Source: an optimization exercise on an open RTL-to-GDS flow (aim: small area, a short achievable clock period and few clock cycles per item). Production flows keep margins and buffers that such runs may drop.
In this exercise RTL edits were held to simulation tests only and were not proved equivalent to the original.
Power figures rest on the tool's default switching activity, not on a simulated workload.

// multiplier
module multiplier(
  output [63:0] prod,
  output busy,
  input [31:0] mc,
  input [31:0] mp,
  input clk,
  input rst,
  input start);
reg [31:0] M, Q, S, C;
reg [7:0] Ls, Lc;
reg t, cl, busy_r;
reg [1:0] cnt;
reg [3:0] d_one, d_two, d_neg;
wire fin = busy_r & (cnt == 2'd2);
wire it = start | busy_r;
function [11:0] dec;
  input [8:0] b;
  integer k;
  reg [3:0] o, w, n;
  begin
    for (k = 0; k < 4; k = k + 1) begin
      o[k] = b[2*k+1] ^ b[2*k];
      w[k] = (b[2*k+2] & ~b[2*k+1] & ~b[2*k]) | (~b[2*k+2] & b[2*k+1] & b[2*k]);
      n[k] = b[2*k+2] & ~(b[2*k+1] & b[2*k]);
    end
    dec = {n, w, o};
  end
endfunction
wire [11:0] dec0 = dec({mp[7:0], 1'b0});
wire [11:0] decn = dec(start ? mp[15:7] : Q[15:7]);
wire [31:0] Me = start ? mc : M;
wire [3:0] oe = start ? dec0[3:0] : d_one;
wire [3:0] we = start ? dec0[7:4] : d_two;
wire [3:0] ne = start ? dec0[11:8] : d_neg;
wire [31:0] Se = start ? 32'd0 : S;
wire [31:0] Ce = start ? 32'd0 : C;
wire te = start | t;
wire [32:0] Mx = {Me[31], Me};
wire [33:0] Mx2 = {Mx, 1'b0};
wire [32:0] x0 = ({33{oe[0]}} & Mx) | ({33{we[0]}} & Mx2[32:0]);
wire [32:0] p0 = x0 ^ {33{ne[0]}};
wire [33:0] pp0 = {~p0[32], p0};
wire [32:0] x1 = ({33{oe[1]}} & Mx) | ({33{we[1]}} & Mx2[32:0]);
wire [32:0] p1 = x1 ^ {33{ne[1]}};
wire [33:0] pp1 = {~p1[32], p1};
wire [32:0] x2 = ({33{oe[2]}} & Mx) | ({33{we[2]}} & Mx2[32:0]);
wire [32:0] p2 = x2 ^ {33{ne[2]}};
wire [33:0] pp2 = {~p2[32], p2};
wire [32:0] x3 = ({33{oe[3]}} & Mx) | ({33{we[3]}} & Mx2[32:0]);
wire [32:0] p3 = x3 ^ {33{ne[3]}};
wire [33:0] pp3 = {~p3[32], p3};
wire fs1 = Se[0] ^ Ce[0] ^ ne[0];
wire fc2 = (Se[0] & Ce[0]) | (ne[0] & (Se[0] ^ Ce[0]));
wire fs3 = Se[1] ^ Ce[1] ^ pp0[1];
wire fc4 = (Se[1] & Ce[1]) | (pp0[1] & (Se[1] ^ Ce[1]));
wire fs5 = Se[2] ^ Ce[2] ^ ne[1];
wire fc6 = (Se[2] & Ce[2]) | (ne[1] & (Se[2] ^ Ce[2]));
wire fs7 = pp0[2] ^ pp1[0] ^ fs5;
wire fc8 = (pp0[2] & pp1[0]) | (fs5 & (pp0[2] ^ pp1[0]));
wire fs9 = Se[3] ^ Ce[3] ^ pp0[3];
wire fc10 = (Se[3] & Ce[3]) | (pp0[3] & (Se[3] ^ Ce[3]));
wire fs11 = pp1[1] ^ fc6 ^ fs9;
wire fc12 = (pp1[1] & fc6) | (fs9 & (pp1[1] ^ fc6));
wire fs13 = Se[4] ^ Ce[4] ^ ne[2];
wire fc14 = (Se[4] & Ce[4]) | (ne[2] & (Se[4] ^ Ce[4]));
wire fs15 = pp0[4] ^ pp1[2] ^ pp2[0];
wire fc16 = (pp0[4] & pp1[2]) | (pp2[0] & (pp0[4] ^ pp1[2]));
  ...
Size: roughly 1300 cells after synthesis, roughly 150 flip-flops, about 130 I/O pins, roughly 13000 sq um of cells after synthesis.
Settings: LEC_CHECK=0, CAP_MARGIN=20, CORE_MARGIN=2, CORE_UTILIZATION=40, SLEW_MARGIN=20; clock period 4.0 ns.
run.sh (not shown) runs the stock make flow with config.mk's settings and CLKGATE_MAP_FILE= SYNTH_SCRIPT=/design/flow/synth_recipe.tcl, a recipe that flattens the netlist after the stock synthesis.
The starting point completed, yet does not pass: negative setup slack.
Testbench counts at the start, summed over its fixed seeds: cycles 12,800, items 3,200.
Change:
--- a/flow/design.v
+++ b/flow/design.v
@@ -2,48 +2,47 @@
   output [63:0] prod,
   output busy,
   input [31:0] mc,
   input [31:0] mp,
   input clk,
   input rst,
   input start);
 reg [31:0] M, Q, S, C;
 reg [7:0] Ls, Lc;
 reg t, cl, busy_r;
 reg [1:0] cnt;
 reg [3:0] d_one, d_two, d_neg;
-wire fin = busy_r & (cnt == 2'd2);
-wire it = start | busy_r;
+wire fin = busy_r & (cnt == 2'd3);
+wire it = busy_r;
 function [11:0] dec;
   input [8:0] b;
   integer k;
   reg [3:0] o, w, n;
   begin
     for (k = 0; k < 4; k = k + 1) begin
       o[k] = b[2*k+1] ^ b[2*k];
       w[k] = (b[2*k+2] & ~b[2*k+1] & ~b[2*k]) | (~b[2*k+2] & b[2*k+1] & b[2*k]);
       n[k] = b[2*k+2] & ~(b[2*k+1] & b[2*k]);
     end
     dec = {n, w, o};
   end
 endfunction
-wire [11:0] dec0 = dec({mp[7:0], 1'b0});
-wire [11:0] decn = dec(start ? mp[15:7] : Q[15:7]);
-wire [31:0] Me = start ? mc : M;
-wire [3:0] oe = start ? dec0[3:0] : d_one;
-wire [3:0] we = start ? dec0[7:4] : d_two;
-wire [3:0] ne = start ? dec0[11:8] : d_neg;
-wire [31:0] Se = start ? 32'd0 : S;
-wire [31:0] Ce = start ? 32'd0 : C;
-wire te = start | t;
+wire [11:0] decn = dec(start ? {mp[7:0], 1'b0} : Q[15:7]);
+wire [31:0] Me = M;
+wire [3:0] oe = d_one;
+wire [3:0] we = d_two;
+wire [3:0] ne = d_neg;
+wire [31:0] Se = S;
+wire [31:0] Ce = C;
+wire te = t;
 wire [32:0] Mx = {Me[31], Me};
 wire [33:0] Mx2 = {Mx, 1'b0};
 wire [32:0] x0 = ({33{oe[0]}} & Mx) | ({33{we[0]}} & Mx2[32:0]);
 wire [32:0] p0 = x0 ^ {33{ne[0]}};
 wire [33:0] pp0 = {~p0[32], p0};
 wire [32:0] x1 = ({33{oe[1]}} & Mx) | ({33{we[1]}} & Mx2[32:0]);
 wire [32:0] p1 = x1 ^ {33{ne[1]}};
 wire [33:0] pp1 = {~p1[32], p1};
 wire [32:0] x2 = ({33{oe[2]}} & Mx) | ({33{we[2]}} & Mx2[32:0]);
 wire [32:0] p2 = x2 ^ {33{ne[2]}};
 wire [33:0] pp2 = {~p2[32], p2};
 wire [32:0] x3 = ({33{oe[3]}} & Mx) | ({33{we[3]}} & Mx2[32:0]);
@@ -316,30 +315,30 @@
 wire hs265 = 1'b1 ^ pp3[32];
 wire hc266 = 1'b1 & pp3[32];
 wire [40:0] R0 = {1'b0, pp3[33], hs265, hc262, hs261, fs257, hc248, hc240, fs237, fc224, fc216, fc208, fc200, fc192, fc184, fc176, fc168, fc160, fc152, fc144, fc136, fc128, fc120, fc112, fc104, fc96, fc88, fc80, fc72, fc64, fc56, fc48, fc40, fc32, fc24, fc18, fc12, fc8, fc4, fc2, pp0[0]};
 wire [40:0] R1 = {1'b0, hc266, fc264, fs263, fc258, fc254, fs253, hs247, hs239, fs231, fs223, fs215, fs207, fs199, fs191, fs183, fs175, fs167, fs159, fs151, fs143, fs135, fs127, fs119, fs111, fs103, fs95, fs87, fs79, fs71, fs63, fs55, fs47, fs39, fs31, fs23, fs17, fs11, fs7, fs3, fs1};
 wire [40:0] Fx = {S, Ls, 1'b1} + {C, Lc, cl};
 wire [39:0] F = Fx[40:1];
 wire c8 = F[8] ^ S[0] ^ C[0];
 always @(posedge clk) begin
   if (rst) busy_r <= 1'b0;
   else if (start) busy_r <= 1'b1;
   else if (fin) busy_r <= 1'b0;
   cnt <= start ? 2'd0 : cnt + 2'd1;
-  M <= Me;
-  if (start) Q <= {8'd0, mp[31:8]};
-  else if (busy_r) Q <= {F[7:0], Q[31:8]};
+  if (start) M <= mc;
+  if (start) Q <= mp;
+  else if (it) Q <= {F[7:0], Q[31:8]};
   d_one <= decn[3:0];
   d_two <= decn[7:4];
   d_neg <= decn[11:8];
-  if (it) begin
-    S <= R0[39:8];
-    C <= R1[39:8];
-    t <= R0[40] | R1[40];
-    Ls <= R0[7:0];
-    Lc <= R1[7:0];
+  if (start | it) begin
+    S <= R0[39:8] & {32{~start}};
+    C <= R1[39:8] & {32{~start}};
+    t <= R0[40] | R1[40] | start;
+    Ls <= R0[7:0] & {8{~start}};
+    Lc <= R1[7:0] & {8{~start}};
     cl <= c8 & ~start;
   end
 end
 assign busy = busy_r;
 assign prod = {F, Q[31:8]};
 endmodule
The new run completed, yet does not pass: negative setup slack; clock-buffer cell count stays the same; combinational power stays flat; power came out higher by 0.56%; final cell count went down by 9.3%; sequential power increases by about 2%; non-clock buffer count is lower by 107.
Testbench counts after the change, summed over its fixed seeds: cycles 16,000, items 3,200.

[port drivers added, routing unchanged]
Ports are ideal in the flow. The routed layouts listed here were re-timed in OpenROAD.
Step 1 sets driving cells, clkbuf_16 on the clock port and buf_2 on the other inputs (assumed; they add their load-dependent delay and slew).
Step 2, shift: input delay + t, output delay - t, t = (earliest + latest rising clock arrival at the registers) / 2. This alone moves slack from input paths to output paths.
Slacks: ideal ports / drivers / drivers and shift; pairs: ideal ports / drivers.
run | shift t [ns] | slack for setup (ns) | pins driven straight from the clock port
the first run | 0.480 | -0.025 / -0.074 / -0.330 | 1
the second run | 0.482 | -0.027 / -0.076 / 0.407 | 1
For the first run, which loses most, drivers alone change the setup slack by -0.049 ns; drivers and shift together by -0.305 ns.
